Context: an optimization exercise on an open-source flow, tuned for small area. The choices shown serve that exercise and are no tape-out recipe. In this exercise RTL edits were held to simulation tests only and were not proved equivalent to the original.

v27:
==> flow/design.v <==
`timescale 1ns / 1ps
`timescale 1ns / 1ps
`timescale 1ns / 1ps
`timescale 1ns / 1ps
module top (
    input  wire CLK100MHZ,
    input  wire CPU_RESETN,
    input  wire ACL_MISO,
    output wire ACL_MOSI,
    output wire ACL_SCLK,
    output wire ACL_CSN,
    output wire [14:0] LED,
    output wire [6:0] SEG,
    output wire DP,
    output wire [7:0] AN
);
    wire rst = ~CPU_RESETN;
    reg [4:0]  c;
    reg [1:0]  q;
    reg [2:0]  l;
    reg [7:0]  h;
    reg [2:0]  sel;
    reg [10:0] v;
    reg        rd;
    wire tick  = c[4] & c[3];                         
    wire fall  = c[3] & c[2] & ~c[1] & ~c[0];         
    wire q3    = tick & q[1] & q[0];
    wire l4    = q3 & l[2];                           
    wire hwrap = h[7] & h[6] & h[2] & h[1] & h[0];    
    wire vwrap = v[10] & v[9] & v[8] & v[7] & v[6] & v[4] & v[3] & v[2];  
    wire vlow  = (v[10:4] == 7'd0);
    wire rdset = l4 & vlow & (v[3:0] == 4'd0) & sel[2] & sel[1] & ~sel[0];
    wire wr    = ~rd & sel[2] & sel[1];
    wire en_q   = tick;
    wire en_l   = q3;
    wire en_hv  = l4;
    wire en_sel = l4 & hwrap;
    wire clr_c  = tick;
    wire clr_l  = q3 & l[2];
    wire clr_h  = l4 & hwrap;
    wire clr_v  = l4 & vwrap;
    wire [5:0]  cy_c   = {cy_c[4:0] & c, 1'b1};
    wire [2:0]  cy_q   = {cy_q[1:0] & q, en_q};
    wire [3:0]  cy_l   = {cy_l[2:0] & l, en_l};
    wire [8:0]  cy_h   = {cy_h[7:0] & h, en_hv};
    wire [3:0]  cy_sel = {cy_sel[2:0] & sel, en_sel};
    wire [11:0] cy_v   = {cy_v[10:0] & v, en_hv};
    localparam [10:0] V0 = 11'd861;
    always @(posedge CLK100MHZ) begin
        c   <= {5{~(rst | clr_c)}} & (c ^ cy_c[4:0]);
        q   <= {2{~rst}} & (q ^ cy_q[1:0]);
        l   <= {3{~(rst | clr_l)}} & (l ^ cy_l[2:0]);
        h   <= {8{~(rst | clr_h)}} & (h ^ cy_h[7:0]);
        sel <= {3{~rst}} & (sel ^ cy_sel[2:0]);
        v   <= ({11{rst}} & V0) | ({11{~(rst | clr_v)}} & (v ^ cy_v[10:0]));
        rd  <= ~rst & (rd | rdset);
    end
    wire rwin = rd & vlow;
    wire wwin = wr & (v[10:3] == 8'd6);
    wire r_cs    = (v[1] & ~v[2]) | (v[2] & ~v[3]) | (~l[2] & ~v[1] & v[3]) | (~v[2] & v[3]) | (l[0] & v[0] & ~v[1]) | (~v[0] & ~v[1] & v[2]) | (l[2] & v[0] & ~v[2]) | (l[1] & v[0] & ~v[3]) | (~q[1] & ~v[1] & v[2]) | (q[0] & q[1] & v[0] & ~v[3]);
    wire r_mosi  = (~q[1] & ~l[0] & ~l[1] & ~l[2] & ~v[0] & ~v[1] & v[2] & ~v[3]) | (~q[0] & ~l[0] & ~l[1] & ~l[2] & ~v[0] & ~v[1] & v[2] & ~v[3]) | (q[0] & q[1] & l[2] & v[0] & ~v[2] & ~v[3]) | (~q[1] & ~l[0] & ~l[2] & ~v[0] & v[1] & ~v[2] & ~v[3]) | (~q[0] & ~l[0] & ~l[2] & ~v[0] & v[1] & ~v[2] & ~v[3]) | (q[0] & q[1] & l[0] & ~l[1] & ~v[0] & v[1] & ~v[2] & ~v[3]) | (l[2] & v[0] & v[1] & ~v[2] & ~v[3]) | (~q[0] & l[0] & l[1] & v[1] & ~v[2] & ~v[3]) | (l[0] & l[1] & v[0] & v[1] & ~v[2] & ~v[3]) | (q[0] & q[1] & ~l[0] & l[1] & v[1] & ~v[2] & ~v[3]) | (~q[1] & l[1] & ~v[0] & v[1] & ~v[2] & ~v[3]);
    wire r_samp  = (q[0] & ~q[1] & ~l[2] & v[0] & v[1] & v[2] & ~v[3]) | (q[0] & ~q[1] & ~v[0] & v[1] & ~v[2] & v[3]) | (q[0] & ~q[1] & l[0] & v[0] & ~v[1] & v[2] & v[3]) | (q[0] & ~q[1] & l[2] & v[0] & ~v[1] & v[2] & v[3]) | (q[0] & ~q[1] & ~l[0] & l[1] & ~v[0] & ~v[1] & v[2] & ~v[3]) | (q[0] & ~q[1] & l[1] & v[0] & ~v[1] & v[2] & v[3]) | (q[0] & ~q[1] & l[2] & ~v[0] & v[1] & v[2] & ~v[3]);
    wire r_latch = (q[0] & q[1] & l[2] & v[0] & ~v[1] & v[2] & v[3]);
    wire w_cs    = (v[0] & ~v[2]) | (v[1] & ~v[2]) | (l[0] & ~v[0] & ~v[1]) | (l[1] & ~v[0] & ~v[1]) | (l[2] & ~v[2]) | (q[1] & ~l[2] & ~v[0] & ~v[1]) | (~q[1] & ~v[0] & ~v[1] & v[2]);
    wire w_mosi  = (q[0] & q[1] & ~l[0] & l[1] & ~v[0] & ~v[1] & v[2]) | (~q[1] & l[0] & l[1] & ~v[0] & ~v[1] & v[2]) | (~q[0] & l[0] & l[1] & ~v[0] & ~v[1] & v[2]) | (q[0] & q[1] & l[2] & ~v[0] & ~v[1] & ~v[2]) | (~q[1] & ~l[0] & ~l[2] & v[0] & ~v[1] & ~v[2]) | (~q[0] & ~l[0] & ~l[2] & v[0] & ~v[1] & ~v[2]) | (~q[0] & l[0] & ~l[1] & v[1] & ~v[2]) | (q[0] & q[1] & ~l[0] & ~l[1] & ~l[2] & v[1] & ~v[2]) | (~q[1] & l[0] & ~l[1] & v[1] & ~v[2]) | (q[0] & q[1] & l[0] & ~l[1] & v[0] & ~v[1] & ~v[2]) | (~q[1] & l[2] & ~v[0] & v[1] & ~v[2]) | (~q[0] & l[2] & ~v[0] & v[1] & ~v[2]) | (l[0] & l[1] & ~v[0] & v[1] & ~v[2]) | (q[0] & q[1] & l[1] & ~v[0] & v[1] & ~v[2]);
    wire csl = (rwin & r_cs) | (wwin & w_cs);
    assign ACL_CSN  = ~csl;
    assign ACL_SCLK = csl & ~q[1];
    assign ACL_MOSI = (rwin & r_mosi) | (wwin & w_mosi);
    reg [14:0] sr;
    always @(posedge CLK100MHZ)
        if (tick & rwin & r_samp) sr <= {sr[13:0], ACL_MISO};
    wire ld   = ~rst & fall & rwin & r_latch;
    wire hold = ~rst & ~(fall & rwin & r_latch);
    reg [14:0] led;
    always @(posedge CLK100MHZ)
        led <= ({15{ld}} & {sr[13:10], sr[14], sr[8:5], sr[9], sr[3:0], sr[4]}) |
               ({15{hold}} & led);
    assign LED = led;
    wire [3:0] nib = (sel[2:1] == 2'b00) ? led[3:0] :
                     (sel[2:1] == 2'b11) ? led[13:10] : led[8:5];
    wire sgn = (sel[2:1] == 2'b00) ? led[4] :
               (sel[2:1] == 2'b11) ? led[14] : led[9];
    wire tens  = (sel == 3'd1) | (sel == 3'd4) | (sel == 3'd7);
    wire blank = (sel == 3'd2) | (sel == 3'd5);
    wire ones  = (sel == 3'd0) | (sel == 3'd3) | (sel == 3'd6);
    wire ge10 = nib[3] & (nib[2] | nib[1]);
    wire [3:0] d = tens ? {3'b000, ge10} :
                   ge10 ? {1'b0, nib[2] & nib[1], ~nib[1], nib[0]} : nib;
    wire [6:0] seg;
    assign seg[0] = (~d[1] & ~d[2] & ~d[3]) | (d[0] & d[1] & d[2]);
    assign seg[1] = (d[0] & ~d[2] & ~d[3]) | (d[1] & ~d[2]) | (d[0] & d[1]);
    assign seg[2] = (d[0]) | (~d[1] & d[2]);
    assign seg[3] = (d[0] & ~d[1] & ~d[2] & ~d[3]) | (~d[0] & ~d[1] & d[2]) | (d[0] & d[1] & d[2]);
    assign seg[4] = (~d[0] & d[1] & ~d[2]);
    assign seg[5] = (d[0] & ~d[1] & d[2]) | (~d[0] & d[1] & d[2]);
    assign seg[6] = (d[0] & ~d[1] & ~d[2] & ~d[3]) | (~d[0] & ~d[1] & d[2]);
    assign SEG = blank ? 7'b111_1111 : seg;
    assign DP  = ~(ones & sgn);
    assign AN  = ~(8'd1 << sel);
endmodule
clock: 10.0 ns
lec_check: 0
abc_area: 1
cap_margin: 20
core_margin: 2
core_utilization: 40
slew_margin: 20
standard.sh (not shown) runs the stock make flow with config.mk's settings and CLKGATE_MAP_FILE= SYNTH_SCRIPT=/design/flow/synth_recipe.tcl, a recipe that flattens the netlist after the stock synthesis.
==> flow/flow/run.sh <==
#!/bin/bash
# Own layout flow: the standard flow (standard.sh, every ORFS step), with
# these changes:
#  - Synthesis maps the logic with an area-only ABC script (flow/abc.script),
#    without gate up-sizing or buffering (the placer's repair adds what timing
#    needs), and leaves adders to ABC instead of half/full-adder cells.
#  - Ports are buffered with buf_1 instead of a delay cell.
#  - CTS uses smaller clock buffers and no dummy loads.
# Each call's whole output goes to this folder's *.log files; each ORFS step
# also keeps its own log in orfs/logs/.
set -euo pipefail
W=$(pwd)
rm -rf "$W/own_scripts"
cp -r "$FLOW_HOME/scripts" "$W/own_scripts"
cp "$W/flow/abc.script" "$W/own_scripts/abc_area.script"
cp "$W/flow/abc.script" "$W/own_scripts/abc_speed.script"
bash standard.sh "SCRIPTS_DIR=$W/own_scripts" "ADDER_MAP_FILE=" synth > "$W/synth.log" 2>&1
bash standard.sh "SCRIPTS_DIR=$W/own_scripts" \
    "BUFFER_PORTS_ARGS=-buffer_cell sky130_fd_sc_hd__buf_1" \
    "CTS_ARGS=-sink_clustering_enable -repair_clock_nets -dont_use_dummy_load -buf_list sky130_fd_sc_hd__clkbuf_4 -root_buf sky130_fd_sc_hd__clkbuf_8 -tree_buf sky130_fd_sc_hd__clkbuf_4" \
    finish > "$W/layout.log" 2>&1
==> flow/flow/abc.script <==
strash
dc2
dc2
dc2
strash
&get -n
&dch -f
&nf -R 1000 -p
&put
topo
Changes in v10 relative to v27:
==> flow/flow/run.sh <==
#!/bin/bash
# Own layout flow: the standard flow, with three changes.
#  - Synthesis maps the logic with an area-only ABC script (flow/abc.script):
#    no gate up-sizing or buffering; the placer's repair adds what timing needs.
#  - Ports are buffered with buf_1 instead of a delay cell.
#  - CTS uses smaller clock buffers and no dummy loads.
# Every make step runs through the standard.sh; each step's log is in
# orfs/logs/, and each call's whole output in this folder's *.log files.
set -euo pipefail
W=$(pwd)
rm -rf "$W/own_scripts"
cp -r "$FLOW_HOME/scripts" "$W/own_scripts"
cp "$W/flow/abc.script" "$W/own_scripts/abc_area.script"
cp "$W/flow/abc.script" "$W/own_scripts/abc_speed.script"
bash standard.sh "SCRIPTS_DIR=$W/own_scripts" synth > "$W/synth.log" 2>&1
bash standard.sh "SCRIPTS_DIR=$W/own_scripts" \
    "BUFFER_PORTS_ARGS=-buffer_cell sky130_fd_sc_hd__buf_1" \
    "CTS_ARGS=-sink_clustering_enable -repair_clock_nets -dont_use_dummy_load -buf_list sky130_fd_sc_hd__clkbuf_4 -root_buf sky130_fd_sc_hd__clkbuf_8" \
    finish > "$W/layout.log" 2>&1
==> flow/flow/abc.script <==
strash
&get -n
&fraig -x
&put
scorr
dc2
dretime
strash
&get -n
&dch -f
&nf -a
&put
topo
## What came out
- v10: flow completed, timing, DRC and antenna clean
- Global-route usage over all layers | v10 below v27
- A master of the slowest instance on the critical path of sky130_fd_sc_hd__xnor2_1 is what v10 shows, while sky130_fd_sc_hd__dfxtp_1 belongs to v27.
- Between v27 and v10, the flow reports maximum number of pins on one net before global-route repair increasing by more than half.
- What v10 reported for number of distinct library cell variants in the gate-level netlist after synthesis has to be multiplied by 0.929 to get the figure for v27.
- | worst setup slack | lower: v27 |
- ~same area taken by flip-flops and latches in v27 and v10

-- port drivers added, routing unchanged --
Ports are ideal in the flow. The routed layouts listed here were re-timed in OpenROAD.
Step 1, drivers: a clkbuf_16 drives CLK100MHZ and a buf_2 each remaining input, both assumed.
Step 2 also shifts input and output timing later by t, the mid clock arrival at the registers, as if the neighbouring blocks saw the same clock.
Slacks: ideal / step 1 / step 2; pairs: ideal / step 1.
run	t (ns)	setup slack, ns	clock arrival spread, ns
v27	0.351	5.135 / 5.106 / 5.457	0.030 / 0.030
v10	0.354	5.204 / 5.173 / 5.527	0.036 / 0.036
After both steps setup and hold are still met in every run listed.
